From an optimization exercise on the open Yosys and OpenROAD flow, aimed at small area, a short achievable clock period and few clock cycles per item; shortcuts taken in it are not production practice. Function was checked by simulation only, so behaviour that the tests miss may differ from the original.

## build 71
## chacha20_poly1305_core
module chacha20_poly1305_core(
    input  wire clk,
    input  wire reset_n,
    input  wire init,
    input  wire encdec,
    input  wire [255:0] key,
    input  wire [95:0] nonce,
    input  wire [511:0] data_in,
    output reg  ready,
    output reg  valid,
    output reg  tag_ok,
    output wire [511:0] data_out,
    output wire [127:0] tag
);
    localparam K = 8;
    localparam W = 130 + K;
    localparam [2:0] S_IDLE = 3'd0, S_RND = 3'd1, S_MUL = 3'd2, S_FIN = 3'd3, S_TAG = 3'd4,
                     S_TAG2 = 3'd5;
    reg [2:0]   state;
    reg [5:0]   cnt;
    reg [511:0] st;
    reg [138:0] acc;
    reg [W-1:0] ms, mc;
    reg [31:0]  ffi, ffd;
    reg         selr;
    wire idle = (state == S_IDLE);
    wire rnd  = (state == S_RND);
    wire mul  = (state == S_MUL);
    wire last = rnd && (cnt == 6'd39);
    wire [511:0] rnd_out;
    chacha_block u_blk(.ph(cnt[1:0]), .st(st), .nx(rnd_out));
    wire [3:0]  t    = cnt[3:0];
    wire        ring = mul && (t >= 4'd3) && (t <= 4'd14);
    wire [3:0]  knext = !mul ? 4'd13 : (t == 4'd0) ? 4'd14 : (t == 4'd1) ? 4'd15 : (t - 4'd2);
    wire [31:0] ffx = (t == 4'd0) ? st[95:64] : (t == 4'd1) ? st[63:32] :
                      (t == 4'd2) ? st[31:0]  : st[511:480];
    wire [31:0] ffy = (ffx + ffi) ^ ffd;
    wire [511:0] init_state;
    wire [31:0]  iw, dw;
    chacha_core u_core(.key(key), .nonce(nonce), .data_in(data_in), .k(knext),
                       .init_state(init_state), .iw(iw), .dw(dw));
    wire [K-1:0] digit = st[127 - K*t -: K];
    wire [W-1:0] step_s, step_c;
    mac_csa_step u_step(.s(ms), .c(mc), .a(acc[129:0]), .d(digit), .so(step_s), .co(step_c));
    wire tagc = (state == S_TAG) || (state == S_TAG2);
    wire sel_now;
    mac_acc_sel u_asel(.v(acc), .sel(sel_now));
    wire [138:0] ared;
    reduce_mod_poly1305 u_red(.s(ms), .c(mc), .v(acc), .sel(selr & (state != S_TAG)),
  ...
For scale: roughly 13,000 cells after synthesis, ~1,000 flip-flops.
==> module reduce_mod_poly1305, before the edit <==
module reduce_mod_poly1305(
    input  wire [137:0] s,
    input  wire [137:0] c,
    input  wire [138:0] v,
    input  wire         sel,
    input  wire [127:0] x,
    input  wire         fin,
    output wire [138:0] y
);
    wire [8:0]  vh  = v[138:130];
    wire [11:0] fix = {1'b0, vh, 2'b00} + {3'b000, vh} + {9'b0, sel, 1'b0, sel};    
    wire [129:0] r2 = {2'b00, x};
    wire [129:0] r3 = {118'b0, fix};
    wire [129:0] t1 = v[129:0] ^ r2 ^ r3;
    wire [129:0] t2 = {(v[128:0] & r2[128:0]) | (v[128:0] & r3[128:0]) | (r2[128:0] & r3[128:0]), 1'b0};
    wire [137:0] ys;
    wire         yc;
    bk_add #(.N(138)) u_add(.a(fin ? s : {8'b0, t1}), .b(fin ? c : {8'b0, t2}), .ci(1'b0),
                            .s(ys), .co(yc));
    assign y = {yc, ys};
endmodule
==> module chacha20_poly1305_core, before the edit <==
module chacha20_poly1305_core(
    input  wire clk,
    input  wire reset_n,
    input  wire init,
    input  wire encdec,
    input  wire [255:0] key,
    input  wire [95:0] nonce,
    input  wire [511:0] data_in,
    output reg  ready,
    output reg  valid,
    output reg  tag_ok,
    output wire [511:0] data_out,
    output wire [127:0] tag
);
    localparam K = 8;
    localparam W = 130 + K;
    localparam [2:0] S_IDLE = 3'd0, S_RND = 3'd1, S_MUL = 3'd2, S_FIN = 3'd3, S_TAG = 3'd4,
                     S_TAG2 = 3'd5;
    reg [2:0]   state;
    reg [5:0]   cnt;
    reg [511:0] st;
    reg [138:0] acc;
    reg [W-1:0] ms, mc;
    reg [31:0]  ffi, ffd;
    reg         selr;
    wire idle = (state == S_IDLE);
    wire rnd  = (state == S_RND);
    wire mul  = (state == S_MUL);
    wire last = rnd && (cnt == 6'd39);
    wire [511:0] rnd_out;
    chacha_block u_blk(.ph(cnt[1:0]), .st(st), .nx(rnd_out));
    wire [3:0]  t    = cnt[3:0];
    wire        ring = mul && (t >= 4'd3) && (t <= 4'd14);
    wire [3:0]  knext = !mul ? 4'd13 : (t == 4'd0) ? 4'd14 : (t == 4'd1) ? 4'd15 : (t - 4'd2);
    wire [31:0] ffx = (t == 4'd0) ? st[95:64] : (t == 4'd1) ? st[63:32] :
                      (t == 4'd2) ? st[31:0]  : st[511:480];
    wire [31:0] ffy = (ffx + ffi) ^ ffd;
    wire [511:0] init_state;
    wire [31:0]  iw, dw;
    chacha_core u_core(.key(key), .nonce(nonce), .data_in(data_in), .k(knext),
                       .init_state(init_state), .iw(iw), .dw(dw));
    wire [K-1:0] digit = st[127 - K*t -: K];
    wire [W-1:0] step_s, step_c;
    mac_csa_step u_step(.s(ms), .c(mc), .a(acc[129:0]), .d(digit), .so(step_s), .co(step_c));
    wire tagc = (state == S_TAG) || (state == S_TAG2);
    wire sel_now;
    mac_acc_sel u_asel(.v(acc), .sel(sel_now));
    wire [138:0] ared;
    reduce_mod_poly1305 u_red(.s(ms), .c(mc), .v(acc), .sel(selr & (state != S_TAG)),
                              .x(tagc ? st[255:128] : mc[127:0]), .fin(state == S_FIN), .y(ared));
    wire [129:0] acc_sum = ared[129:0];
    always @(posedge clk or negedge reset_n) begin
        if (!reset_n) begin
            state  <= S_IDLE;
            cnt    <= 6'd0;
            ready  <= 1'b1;
            valid  <= 1'b0;
            tag_ok <= 1'b0;
        end else begin
            valid  <= 1'b0;
            tag_ok <= 1'b0;
            case (state)
                S_IDLE: if (init) begin
                    state <= S_RND;
                    cnt   <= 6'd0;
                    ready <= 1'b0;
                end
                S_RND: begin
                    cnt <= (cnt == 6'd39) ? 6'd0 : cnt + 6'd1;
                    if (cnt == 6'd39) state <= S_MUL;
                end
                S_MUL: begin
                    cnt <= cnt + 6'd1;
                    if (t == 4'd15) state <= S_FIN;
                end
                S_FIN: state <= S_TAG;
                S_TAG: begin
                    if (sel_now)
                        state <= S_TAG2;
                    else begin
                        state  <= S_IDLE;
                        valid  <= 1'b1;
                        tag_ok <= 1'b1;
                        ready  <= 1'b1;
                    end
                end
                S_TAG2: begin
                    state  <= S_IDLE;
                    valid  <= 1'b1;
                    tag_ok <= 1'b1;
                    ready  <= 1'b1;
                end
                default: state <= S_IDLE;
            endcase
        end
    end
    always @(posedge clk or negedge reset_n) begin
        if (!reset_n)
            selr <= 1'b0;
        else if (state == S_TAG)
            selr <= sel_now;
    end
    always @(posedge clk or negedge reset_n) begin
        if (!reset_n)
            acc <= 139'b0;
        else if (rnd && cnt == 6'd0)
            acc <= {9'b0, acc_sum};
        else if (state == S_FIN)
            acc <= ared;
    end
    genvar i;
    generate
        for (i = 0; i < 16; i = i + 1) begin : g_st
            always @(posedge clk) begin
                if (rnd) begin
                    if (i == 12)
                        st[511 - 32*i -: 32] <= rnd_out[511 - 32*i -: 32] ^
                                                (data_in[511 - 32*i -: 32] & {32{last}});
                    else
                        st[511 - 32*i -: 32] <= rnd_out[511 - 32*i -: 32];
                end else if (idle)
                    st[511 - 32*i -: 32] <= init_state[511 - 32*i -: 32];
                else if (mul) begin
                    if (i >= 13) begin
                        if (t == i - 13) st[511 - 32*i -: 32] <= ffy;
                    end else if (i == 11) begin
                        if (ring) st[511 - 32*i -: 32] <= ffy;
                    end else if (i < 11) begin
                        if (ring) st[511 - 32*i -: 32] <= st[511 - 32*(i+1) -: 32];
                    end
                end
            end
        end
    endgenerate
    always @(posedge clk) begin
        ffi <= iw;
        ffd <= dw;
    end
    always @(posedge clk) begin
        if (rnd) begin
            ms <= {W{1'b0}};
            mc <= {W{1'b0}};
        end else if (idle) begin
            ms <= step_s;
            mc <= {{(W-128){1'b0}}, data_in[127:0]};
        end else begin
            ms <= step_s;
            mc <= step_c;
            if (tagc) ms[127:0] <= acc_sum[127:0];
        end
    end
    assign data_out = st;
    assign tag = ms[127:0];
endmodule
export LEC_CHECK = 0
export CAP_MARGIN = 35
export CORE_MARGIN = 2
export CORE_UTILIZATION = 40
export SLEW_MARGIN = 35
create_clock -name core_clock -period 22.0 [get_ports {clk}]
standard.sh (not shown) runs the stock make flow with config.mk's settings and CLKGATE_MAP_FILE= SYNTH_SCRIPT=/design/flow/synth_recipe.tcl, a recipe that flattens the netlist after the stock synthesis.
==> flow/flow/run.sh <==
#!/bin/bash
# Layout flow: the standard ORFS flow (standard.sh) with these changes:
#  - synthesis: the standard synthesis script, except that Yosys's quick ABC
#    pass before full-adder extraction is skipped (synth -noabc for the fine
#    stage), so that extract_fa finds the carry-save adders' full adders
#    without inverters between them; the registers keep the standard
#    synthesis's names and cell types (rename_regs.py checks both and renames
#    the flip-flops to the standard names, which the standard synthesis run
#    first provides);
#  - timing repair aims for extra setup slack (SETUP_SLACK_MARGIN), so that the
#    layout reaches a shorter clock period than the constraint's;
#  - the buffers that buffer_ports puts on every input and output port are
#    buf_2 cells instead of the tool's default choice (a 10 um2 delay buffer).
# Logs: std_synth.log (standard synthesis), own_synth.log and standard_flow.log
# (make output); each ORFS step's own log is under orfs/logs/.
set -euo pipefail
MARGIN=15
TARGET=${OWN_FLOW_TARGET:-finish}
R=orfs/results/$FLOW_PLATFORM/chacha20_poly1305_core/base
export OWN_FLOW_DIR=$PWD/flow
export OWN_STD_NETLIST=$PWD/std_1_2_yosys.v
ARGS=("SYNTH_SCRIPT=$PWD/flow/synth_noabc.tcl" "SETUP_SLACK_MARGIN=$MARGIN"
      "BUFFER_PORTS_ARGS=-buffer_cell sky130_fd_sc_hd__buf_2")

# 1. the standard synthesis, for the register names
bash standard.sh synth > std_synth.log 2>&1
cp "$R/1_2_yosys.v" "$OWN_STD_NETLIST"
rm -f "$R/1_2_yosys.v" "$R/1_2_yosys.sdc" "$R/1_synth.odb" "$R/1_synth.sdc"

# 2. own synthesis, then the rest of the flow
bash standard.sh "${ARGS[@]}" synth > own_synth.log 2>&1
bash standard.sh "${ARGS[@]}" "$TARGET" > standard_flow.log 2>&1
tail -n 40 standard_flow.log
Other scripts of this flow, unchanged in this note and not shown: flow/flow/rename_regs.py, flow/flow/synth_noabc.tcl
Build 71 had finished all stages when the layout checks came back failing, citing max-capacitance violations, max-slew violations.
Testbench counts of build 71, summed over its fixed seeds: cycles 15,112, items 256.
For build 63, these inputs were changed with respect to build 71:
--- a/flow/design.v
+++ b/flow/design.v
@@ -2784,35 +2784,38 @@
   assign so[137] = t_c2404;
   assign co[137] = 1'b0;
 endmodule
 `timescale 1ns/1ps
+module reduce_mod_poly1305(
+    input  wire [137:0] s,
+    input  wire [137:0] c,
+    output wire [138:0] v
+);
+    wire [137:0] vs;
+    wire         vc;
+    bk_add #(.N(138)) u_add(.a(s), .b(c), .ci(1'b0), .s(vs), .co(vc));
+    assign v = {vc, vs};
+endmodule
 module mac_acc_sel(
     input  wire [138:0] v,
     output wire         sel
 );
     wire [11:0] thr = 12'd4091 - ({1'b0, v[138:130], 2'b00} + {3'b000, v[138:130]});    
     assign sel = (&v[129:12]) & (v[11:0] >= thr);
 endmodule
-module reduce_mod_poly1305(
-    input  wire [137:0] s,
-    input  wire [137:0] c,
+module mac_acc_add(
     input  wire [138:0] v,
     input  wire         sel,
     input  wire [127:0] x,
-    input  wire         fin,
-    output wire [138:0] y
+    output wire [129:0] sum
 );
     wire [8:0]  vh  = v[138:130];
     wire [11:0] fix = {1'b0, vh, 2'b00} + {3'b000, vh} + {9'b0, sel, 1'b0, sel};    
     wire [129:0] r2 = {2'b00, x};
     wire [129:0] r3 = {118'b0, fix};
     wire [129:0] t1 = v[129:0] ^ r2 ^ r3;
     wire [129:0] t2 = {(v[128:0] & r2[128:0]) | (v[128:0] & r3[128:0]) | (r2[128:0] & r3[128:0]), 1'b0};
-    wire [137:0] ys;
-    wire         yc;
-    bk_add #(.N(138)) u_add(.a(fin ? s : {8'b0, t1}), .b(fin ? c : {8'b0, t2}), .ci(1'b0),
-                            .s(ys), .co(yc));
-    assign y = {yc, ys};
+    bk_add #(.N(130)) u_add(.a(t1), .b(t2), .ci(1'b0), .s(sum), .co());
 endmodule
 module bk_add #(parameter N = 128) (
     input  wire [N-1:0] a,
     input  wire [N-1:0] b,
@@ -2886,15 +2889,16 @@
                        .init_state(init_state), .iw(iw), .dw(dw));
     wire [K-1:0] digit = st[127 - K*t -: K];
     wire [W-1:0] step_s, step_c;
     mac_csa_step u_step(.s(ms), .c(mc), .a(acc[129:0]), .d(digit), .so(step_s), .co(step_c));
+    wire [138:0] fold_v;
+    reduce_mod_poly1305 u_red(.s(ms), .c(mc), .v(fold_v));
     wire tagc = (state == S_TAG) || (state == S_TAG2);
     wire sel_now;
     mac_acc_sel u_asel(.v(acc), .sel(sel_now));
-    wire [138:0] ared;
-    reduce_mod_poly1305 u_red(.s(ms), .c(mc), .v(acc), .sel(selr & (state != S_TAG)),
-                              .x(tagc ? st[255:128] : mc[127:0]), .fin(state == S_FIN), .y(ared));
-    wire [129:0] acc_sum = ared[129:0];
+    wire [129:0] acc_sum;
+    mac_acc_add u_aadd(.v(acc), .sel(selr & (state != S_TAG)), .x(tagc ? st[255:128] : mc[127:0]),
+                       .sum(acc_sum));
     always @(posedge clk or negedge reset_n) begin
         if (!reset_n) begin
             state  <= S_IDLE;
             cnt    <= 6'd0;
@@ -2950,9 +2954,9 @@
             acc <= 139'b0;
         else if (rnd && cnt == 6'd0)
             acc <= {9'b0, acc_sum};
         else if (state == S_FIN)
-            acc <= ared;
+            acc <= fold_v;
     end
     genvar i;
     generate
         for (i = 0; i < 16; i = i + 1) begin : g_st
[summary]
- Finished, but not clean: build 63, with max-capacitance violations, max-slew violations.
- The routed wire length of build 63 exceeds that of build 71 by about 4.4%.
- Compared build 71 against build 63.
- Summary: post-route worst hold slack, build 63 better than build 71
- For build 63, the standard cell with the maximum stage delay on the critical path was sky130_fd_sc_hd__o41a_1, unlike build 71, where it was sky130_fd_sc_hd__mux2i_2.
- Build 63 vs. build 71: maximum number of pins on one net before global-route repair lost 16, non-clock buffer contribution to total cell area shows a reduction of 0.31 points, overall die area saw an increase.
- [compare] base=build 71 new=build 63: met3 global-route usage shrank by 4.3 points; share of the final layout cell area in multi-input gates grew by 0.17 points; overall track demand over capacity in global routing higher; final area moved up.
- Build 63 vs build 71 — critical path buffer and inverter count dropped 1.
- As far as count of fill cells added during filler insertion is concerned, build 71 and build 63 perform about the same.
Testbench counts of build 63, summed over its fixed seeds: cycles 15,112, items 256.

==> static timing again, ports no longer ideal <==
How much do the figures lean on ideal ports? The routed layouts below were timed once more, with nothing changed but the port constraints.
Step 1 assumes that a clkbuf_16 drives the clock port and a buf_2 every other input.
Step 2 times the ports against the registers' clock, not the clock port: input delays grow and output delays shrink by t, the midpoint of the rising clock arrivals with the driver on.
a / b / c = no drivers / after step 1 / after step 2; a / b = the first two.
run	shift t [ns]	setup WS [ns]	worst setup path after step 2
build 71	1.036	14.145 / 14.145 / 14.145	register to register
build 63	1.024	14.426 / 14.426 / 14.426	register to register
